Background: an optimization exercise with open tools, aiming at small area. Do not read the settings as production practice.
Only simulation tests tie the RTL to the original design; equivalence was not proved.
Power and IR drop assume default switching activity.

Setup of exp/quartz:
==> flow/design.v (excerpt) <==
module comp_cic
#(  parameter Win=16,
    parameter Wcoef = 18,
    parameter Wout = 18,
    parameter Num_coef=17)
(input  signed [Win-1:0] id_data_filter,
 input ic_val_data,
 input ic_rst,
 input  clk,
 output signed [Wout-1:0] od_data_filter,
 output oc_val_data);
==> flow/config.mk <==
export PLATFORM = sky130hd
export DESIGN_NAME = comp_cic
export DESIGN_NICKNAME = comp_cic
export VERILOG_FILES = /design/flow/design.v
export SDC_FILE = /design/flow/constraint.sdc
export NUM_CORES = 4
export LEC_CHECK = 0
export CAP_MARGIN = 20
export CORE_MARGIN = 2
export CORE_UTILIZATION = 40
export SLEW_MARGIN = 20
export SYNTH_MEMORY_MAX_BITS = 4096
==> flow/constraint.sdc <==
create_clock -name core_clock -period 10.0 [get_ports {clk}]
set_input_delay 2.0000 -clock core_clock [delete_from_list [all_inputs] [get_ports {clk}]]
set_output_delay 2.0000 -clock core_clock [all_outputs]
set_load 0.01 [all_outputs]
standard.sh (not shown) runs the stock make flow with config.mk's settings and CLKGATE_MAP_FILE= SYNTH_SCRIPT=/design/flow/synth_recipe.tcl, a recipe that flattens the netlist after the stock synthesis.
==> flow/flow/run.sh <==
#!/bin/bash
# The standard layout (standard.sh), with the clock tree built from
# clkbuf_8 cells in clusters of up to 20 sinks and no dummy loads, and buf_1 cells as the port buffers.
set -euo pipefail
export CTS_ARGS="-sink_clustering_enable -repair_clock_nets -dont_use_dummy_load -buf_list sky130_fd_sc_hd__clkbuf_8 -sink_clustering_size 24 -sink_clustering_max_diameter 50"
export BUFFER_PORTS_ARGS="-buffer_cell sky130_fd_sc_hd__buf_1"
bash standard.sh > standard_flow.log 2>&1
exp/quartz was carried through to the last stage, and its layout satisfied the timing, design-rule and antenna checks.
## Diff of input files: exp/delta against exp/quartz
==> flow/flow/run.sh <==
#!/bin/bash
# The standard layout (standard.sh), with the clock tree built from
# clkbuf_8 cells in clusters of up to 20 sinks and no dummy loads, and buf_1 cells as the port buffers.
set -euo pipefail
export CTS_ARGS="-sink_clustering_enable -repair_clock_nets -dont_use_dummy_load -buf_list sky130_fd_sc_hd__clkbuf_8 -sink_clustering_size 16 -sink_clustering_max_diameter 60"
export BUFFER_PORTS_ARGS="-buffer_cell sky130_fd_sc_hd__buf_1"
bash standard.sh > standard_flow.log 2>&1
==> comparison <==
In the flow results for exp/quartz and exp/delta, the shortest period the worst path allows is smaller on exp/delta.
From exp/quartz to exp/delta the numbers moved as follows: worst hold margin picked up an extra 0.094 ns, core utilization neither gained nor lost much, transition at the pin with the smallest max-transition slack lost 0.011 ns, fraction of power consumed by the clock network shows a reduction of 0.6 points.
Modified inputs, exp/juniper compared to exp/delta
==> flow/flow/run.sh <==
#!/bin/bash
# The standard layout (standard.sh), with the clock tree built from
# clkbuf_8 cells in clusters of up to 20 sinks and no dummy loads, and buf_1 cells as the port buffers.
set -euo pipefail
export CTS_ARGS="-sink_clustering_enable -repair_clock_nets -dont_use_dummy_load -buf_list sky130_fd_sc_hd__clkbuf_16 -sink_clustering_size 30 -sink_clustering_max_diameter 100"
export BUFFER_PORTS_ARGS="-buffer_cell sky130_fd_sc_hd__buf_1"
bash standard.sh > standard_flow.log 2>&1
==> run notes <==
Between exp/delta and exp/juniper, post-route non-filler standard cell count is lower for exp/juniper, exp/delta comes in above that. Diff exp/juniper..exp/delta | global-route track usage on met1 | negligible. In the reports for exp/delta and exp/juniper, the smaller wire length belongs to exp/juniper. Normalized max-slew margin (higher): exp/juniper. Comparing exp/delta and exp/juniper, the higher wire length of the first global-routing pass was measured on exp/delta. Status: clock-pin slew on the worst setup and hold paths parity (exp/juniper, exp/delta). For final clock period utilization by the worst path, exp/juniper and exp/delta come out practically identical. Setup slack: exp/juniper more than exp/delta. Proportion of power drawn by the clock network: exp/delta and exp/juniper compared, lower one is exp/delta.

== run 1 ==
Another version of the RTL of comp_cic (not shown whole).
Size: roughly 9000 um2 of cells after synthesis.
clock: 10.0 ns
lec_check: 0
cap_margin: 20
core_margin: 2
core_utilization: 40
slew_margin: 20
synth_memory_max_bits: 4096
==> flow/flow/run.sh <==
#!/bin/bash
# The standard layout (standard.sh) with these changes:
# - after the standard synthesis, flow/invpol.py rewrites the netlist to
#   remove inverters between full adders (it only re-polarises full adders
#   and rebuilds inverters; registers are untouched);
# - the clock tree is built from clkbuf_8 cells in clusters of up to 16 sinks,
#   without dummy loads;
# - the port buffers are buf_1 cells.
set -euo pipefail
export CTS_ARGS="-sink_clustering_enable -repair_clock_nets -dont_use_dummy_load -buf_list {sky130_fd_sc_hd__clkbuf_4 sky130_fd_sc_hd__clkbuf_8} -root_buf sky130_fd_sc_hd__clkbuf_8 -sink_clustering_buffer sky130_fd_sc_hd__clkbuf_4 -sink_clustering_size 10 -sink_clustering_max_diameter 50"
export BUFFER_PORTS_ARGS="-buffer_cell sky130_fd_sc_hd__buf_1"
bash standard.sh synth > standard_synth.log 2>&1
NET=orfs/results/$FLOW_PLATFORM/comp_cic/base/1_2_yosys.v
cp "$NET" 1_2_yosys.before_invpol.v
python3 flow/invpol.py "$NET" > invpol.log 2>&1
rm -f orfs/results/$FLOW_PLATFORM/comp_cic/base/1_synth.odb orfs/results/$FLOW_PLATFORM/comp_cic/base/1_synth.sdc
bash standard.sh > standard_flow.log 2>&1
Other scripts of this flow, unchanged in this note and not shown: flow/flow/invpol.py
### run 1 -> run 2
-- flow/flow/run.sh --
<<< run 1, line 9
set -euo pipefail
export CTS_ARGS="-sink_clustering_enable -repair_clock_nets -dont_use_dummy_load -buf_list {sky130_fd_sc_hd__clkbuf_4 sky130_fd_sc_hd__clkbuf_8} -root_buf sky130_fd_sc_hd__clkbuf_8 -sink_clustering_buffer sky130_fd_sc_hd__clkbuf_4 -sink_clustering_size 10 -sink_clustering_max_diameter 50"
export BUFFER_PORTS_ARGS="-buffer_cell sky130_fd_sc_hd__buf_1"
>>> run 2, line 9
set -euo pipefail
export CTS_ARGS="-sink_clustering_enable -repair_clock_nets -dont_use_dummy_load -buf_list {sky130_fd_sc_hd__clkbuf_4 sky130_fd_sc_hd__clkbuf_8} -root_buf sky130_fd_sc_hd__clkbuf_8 -sink_clustering_buffer sky130_fd_sc_hd__clkbuf_4 -sink_clustering_size 12 -sink_clustering_max_diameter 50"
export BUFFER_PORTS_ARGS="-buffer_cell sky130_fd_sc_hd__buf_1"
Findings:
In the flow results for run 2 and run 1, the via count is smaller on run 2.
For buffering overhead, run 1 and run 2 come out practically identical.
Per the comparison of run 2 with run 1, total number of nets in the final design now smaller, arrival time at the worst endpoint picked up an extra 0.04 ns, top fanout value on the critical path stayed essentially flat.
Initial DRC count: run 2 < run 1
Looking at sequential fraction of total cell area, run 2 sits 0.45 points above run 1.
Run 2 ends up with a share of the clock period used by the worst path after layout that is 0.29 points higher than in run 1.
[run 2] core occupancy in the finished layout fell 0.30 points relative to run 1
Re clock-pin slew reported for the worst setup and hold paths after clock tree synthesis: run 1 was lower than run 2.
Relative to run 2, the following input files were edited for run 3:
-- flow/flow/run.sh --
<<< run 2, line 9
set -euo pipefail
export CTS_ARGS="-sink_clustering_enable -repair_clock_nets -dont_use_dummy_load -buf_list {sky130_fd_sc_hd__clkbuf_4 sky130_fd_sc_hd__clkbuf_8} -root_buf sky130_fd_sc_hd__clkbuf_8 -sink_clustering_buffer sky130_fd_sc_hd__clkbuf_4 -sink_clustering_size 12 -sink_clustering_max_diameter 50"
export BUFFER_PORTS_ARGS="-buffer_cell sky130_fd_sc_hd__buf_1"
>>> run 3, line 9
set -euo pipefail
export CTS_ARGS="-sink_clustering_enable -repair_clock_nets -dont_use_dummy_load -buf_list sky130_fd_sc_hd__clkbuf_8 -sink_clustering_size 16 -sink_clustering_max_diameter 60"
export BUFFER_PORTS_ARGS="-buffer_cell sky130_fd_sc_hd__buf_1"
--- outcome ---
- Between run 3 and run 2, it is run 3 whose setup slack of the critical path after layout is higher, by 0.033 ns.
- From run 2 to run 3 the numbers moved as follows: clock skew now sits lower, share of the final layout cell area in sequential cells lower, met2 layer wire length in the routed design roughly the same, clock power climbed 12%.
- Run 3 vs. run 2: wire length of the first global-routing pass essentially unchanged, cell area increased about 0.8%.
- From run 2 to run 3 the numbers moved as follows: overall fraction of global-route tracks in use held steady, post-route worst hold slack increased by 0.028 ns relative to the old numbers, clock buffer instance count of the final layout lower.

comp_cic again, from the RTL that the note above started with.
clock: 10.0 ns
lec_check: 0
cap_margin: 20
core_margin: 2
core_utilization: 40
gpl_timing_driven: 0
slew_margin: 20
synth_memory_max_bits: 4096
==> flow/flow/run.sh <==
#!/bin/bash
# The standard layout (standard.sh) with these changes:
# - after the standard synthesis, flow/invpol.py rewrites the netlist to
#   remove inverters between full adders and to replace adders with an
#   unused output by a smaller gate (it only re-polarises full adders,
#   rebuilds inverters and swaps those adders; registers are untouched);
# - the clock tree has clkbuf_4 cells driving clusters of up to 12 registers
#   and clkbuf_8 cells above them, without dummy loads;
# - the port buffers are buf_1 cells.
set -euo pipefail
export CTS_ARGS="-sink_clustering_enable -repair_clock_nets -dont_use_dummy_load -buf_list {sky130_fd_sc_hd__clkbuf_4 sky130_fd_sc_hd__clkbuf_8} -root_buf sky130_fd_sc_hd__clkbuf_8 -sink_clustering_buffer sky130_fd_sc_hd__clkbuf_4 -sink_clustering_size 12 -sink_clustering_max_diameter 50"
export BUFFER_PORTS_ARGS="-buffer_cell sky130_fd_sc_hd__buf_1"
bash standard.sh synth > standard_synth.log 2>&1
NET=orfs/results/$FLOW_PLATFORM/comp_cic/base/1_2_yosys.v
cp "$NET" 1_2_yosys.before_invpol.v
python3 flow/invpol.py "$NET" > invpol.log 2>&1
rm -f orfs/results/$FLOW_PLATFORM/comp_cic/base/1_synth.odb orfs/results/$FLOW_PLATFORM/comp_cic/base/1_synth.sdc
bash standard.sh > standard_flow.log 2>&1
Other scripts of this flow, unchanged in this note and not shown: flow/flow/invpol.py
Then changed:
==> flow/flow/run.sh (replaced) <==
#!/bin/bash
# The standard layout (standard.sh) with these changes:
# - after the standard synthesis, flow/invpol.py rewrites the netlist to
#   remove inverters between full adders (it only re-polarises full adders
#   and rebuilds inverters; registers are untouched);
# - the clock tree is built from clkbuf_8 cells in clusters of up to 16 sinks,
#   without dummy loads;
# - the port buffers are buf_1 cells.
set -euo pipefail
export CTS_ARGS="-sink_clustering_enable -repair_clock_nets -dont_use_dummy_load -buf_list sky130_fd_sc_hd__clkbuf_8 -sink_clustering_size 16 -sink_clustering_max_diameter 70"
export BUFFER_PORTS_ARGS="-buffer_cell sky130_fd_sc_hd__buf_1"
bash standard.sh synth > standard_synth.log 2>&1
NET=orfs/results/$FLOW_PLATFORM/comp_cic/base/1_2_yosys.v
cp "$NET" 1_2_yosys.before_invpol.v
python3 flow/invpol.py "$NET" > invpol.log 2>&1
rm -f orfs/results/$FLOW_PLATFORM/comp_cic/base/1_synth.odb orfs/results/$FLOW_PLATFORM/comp_cic/base/1_synth.sdc
bash standard.sh > standard_flow.log 2>&1
GPL_TIMING_DRIVEN = unset   (was 0)
After rerunning:
- The new run ran to the end with no violations
- final area drops slightly
- total power climbs slightly
- setup slack improved by 0.25 ns
- core utilization drops by 0.55 points
- hold slack got worse by 0.026 ns
- clock power climbs by roughly a tenth
Then changed:
==> flow/flow/run.sh (replaced) <==
#!/bin/bash
# The standard layout (standard.sh) with these changes:
# - after the standard synthesis, flow/invpol.py rewrites the netlist to
#   remove inverters between full adders and to replace adders with an
#   unused output by a smaller gate (it only re-polarises full adders,
#   rebuilds inverters and swaps those adders; registers are untouched);
# - the clock tree has clkbuf_4 cells driving clusters of up to 12 registers
#   and clkbuf_8 cells above them, without dummy loads;
# - the port buffers are buf_1 cells.
set -euo pipefail
export CTS_ARGS="-sink_clustering_enable -repair_clock_nets -dont_use_dummy_load -buf_list {sky130_fd_sc_hd__clkbuf_4 sky130_fd_sc_hd__clkbuf_8} -root_buf sky130_fd_sc_hd__clkbuf_8 -sink_clustering_buffer sky130_fd_sc_hd__clkbuf_4 -sink_clustering_size 12 -sink_clustering_max_diameter 50"
export BUFFER_PORTS_ARGS="-buffer_cell sky130_fd_sc_hd__buf_1"
bash standard.sh synth > standard_synth.log 2>&1
NET=orfs/results/$FLOW_PLATFORM/comp_cic/base/1_2_yosys.v
cp "$NET" 1_2_yosys.before_invpol.v
python3 flow/invpol.py "$NET" > invpol.log 2>&1
rm -f orfs/results/$FLOW_PLATFORM/comp_cic/base/1_synth.odb orfs/results/$FLOW_PLATFORM/comp_cic/base/1_synth.sdc
bash standard.sh > standard_flow.log 2>&1
CAP_MARGIN = 0   (was 20)
SLEW_MARGIN = 0   (was 20)
Effect: Worst hold slack gains 0.019 ns; setup slack degrades by 0.071 ns; routed wire length is higher by 0.34%.
Then changed:
CAP_MARGIN = 20   (was 0)
SLEW_MARGIN = 20   (was 0)
Outcome: Combinational power stays flat. Die area stays the same. Utilization is unchanged. Routed wire length does not change. Design area does not change.

Another version of the RTL of comp_cic (not shown whole).
Size in the first run: ~690 cells after synthesis, about 310 flip-flops, roughly 38 I/O pins.
export LEC_CHECK = 0
export CAP_MARGIN = 20
export CORE_MARGIN = 2
export CORE_UTILIZATION = 40
export SLEW_MARGIN = 20
export SYNTH_MEMORY_MAX_BITS = 4096
create_clock -name core_clock -period 10.0 [get_ports {clk}]
==> flow/flow/run.sh <==
#!/bin/bash
# The standard layout (standard.sh), with the clock tree built from
# clkbuf_8 cells in clusters of up to 16 sinks and no dummy loads, and buf_1 cells as the port buffers.
set -euo pipefail
export CTS_ARGS="-sink_clustering_enable -repair_clock_nets -dont_use_dummy_load -buf_list sky130_fd_sc_hd__clkbuf_16 -sink_clustering_size 24 -sink_clustering_max_diameter 50"
export BUFFER_PORTS_ARGS="-buffer_cell sky130_fd_sc_hd__buf_1"
bash standard.sh > standard_flow.log 2>&1
The baseline ran to the end with no violations.
Rerun with:
==> flow/flow/run.sh (replaced) <==
#!/bin/bash
# The standard layout (standard.sh), with the clock tree built from
# clkbuf_8 cells in clusters of up to 16 sinks and no dummy loads, and buf_1 cells as the port buffers.
set -euo pipefail
export CTS_ARGS="-sink_clustering_enable -repair_clock_nets -dont_use_dummy_load -buf_list sky130_fd_sc_hd__clkbuf_8 -sink_clustering_size 16 -sink_clustering_max_diameter 60"
export BUFFER_PORTS_ARGS="-buffer_cell sky130_fd_sc_hd__buf_1"
bash standard.sh > standard_flow.log 2>&1
After rerunning: Final cell count hardly moves; setup slack improved by 0.028 ns; first-iteration DRC count shrinks by 14%; area after synthesis does not change; maximum frequency is about the same; global-route usage shrinks by 0.12 points.
Rerun with:
==> flow/flow/run.sh (replaced) <==
#!/bin/bash
# The standard layout (standard.sh), with the clock tree built from
# clkbuf_8 cells in clusters of up to 16 sinks and no dummy loads, and buf_1 cells as the port buffers.
set -euo pipefail
export CTS_ARGS="-sink_clustering_enable -repair_clock_nets -dont_use_dummy_load -buf_list sky130_fd_sc_hd__clkbuf_4 -sink_clustering_size 10 -sink_clustering_max_diameter 40"
export BUFFER_PORTS_ARGS="-buffer_cell sky130_fd_sc_hd__buf_1"
bash standard.sh > standard_flow.log 2>&1
What happened: Non-clock buffer count does not change; final area is about the same; die area stays the same; sequential share of layout area is about the same; synthesized area does not change; fmax falls by 0.66%; synthesized cell count does not change; power barely changes; via count climbs by 1.7%; register-to-register slack is worse by 0.06 ns.
Rerun with:
==> flow/flow/run.sh (replaced) <==
#!/bin/bash
# The standard layout (standard.sh), with the clock tree built from
# clkbuf_8 cells in clusters of up to 16 sinks and no dummy loads, and buf_1 cells as the port buffers.
set -euo pipefail
export CTS_ARGS="-sink_clustering_enable -repair_clock_nets -dont_use_dummy_load -buf_list sky130_fd_sc_hd__clkbuf_8 -sink_clustering_size 18 -sink_clustering_max_diameter 50"
export BUFFER_PORTS_ARGS="-buffer_cell sky130_fd_sc_hd__buf_1"
bash standard.sh > standard_flow.log 2>&1
What happened: Total power rises slightly; clock-buffer cell count falls by 16; wire length falls slightly; flip-flop and latch count does not change; hold slack got worse by 0.0081 ns; synthesized area does not change; critical path depth does not change; design area rises slightly.

## afterwards: timing with drivers on the ports
In the flow no input, the clock included, has a driving cell. The finished layouts below were timed again as built, in two steps.
Step 1, drivers: a clkbuf_16 drives clk and a buf_2 each remaining input, both assumed.
Step 2, shift: input delay + t, output delay - t, t = (earliest + latest rising clock arrival at the registers) / 2. This alone moves slack from input paths to output paths.
Three values: no drivers, after step 1, after step 2; two values: the first two.
run | shift t [ns] | setup WS [ns] | pins driven straight from the clock port
exp/quartz | 0.566 | 0.385 / 0.385 / 0.385 | 1
exp/delta | 0.556 | 0.478 / 0.478 / 0.478 | 1
exp/juniper | 0.506 | 0.486 / 0.486 / 0.486 | 1
run 1 | 0.538 | 0.678 / 0.678 / 0.678 | 1
run 2 | 0.550 | 0.649 / 0.649 / 0.649 | 1
run 3 | 0.546 | 0.681 / 0.681 / 0.681 | 1
the first run of note 3 | 0.566 | 0.470 / 0.470 / 0.470 | 1
the second run of note 3 | 0.561 | 0.719 / 0.719 / 0.719 | 1
the third run of note 3 | 0.550 | 0.649 / 0.649 / 0.649 | 1
the fourth run of note 3 | 0.550 | 0.649 / 0.649 / 0.649 | 1
the first run of note 4 | 0.541 | 0.523 / 0.523 / 0.523 | 1
the second run of note 4 | 0.559 | 0.551 / 0.551 / 0.551 | 1
the third run of note 4 | 0.646 | 0.488 / 0.488 / 0.488 | 1
the fourth run of note 4 | 0.580 | 0.495 / 0.495 / 0.495 | 1
After both steps setup and hold are still met in every run listed.
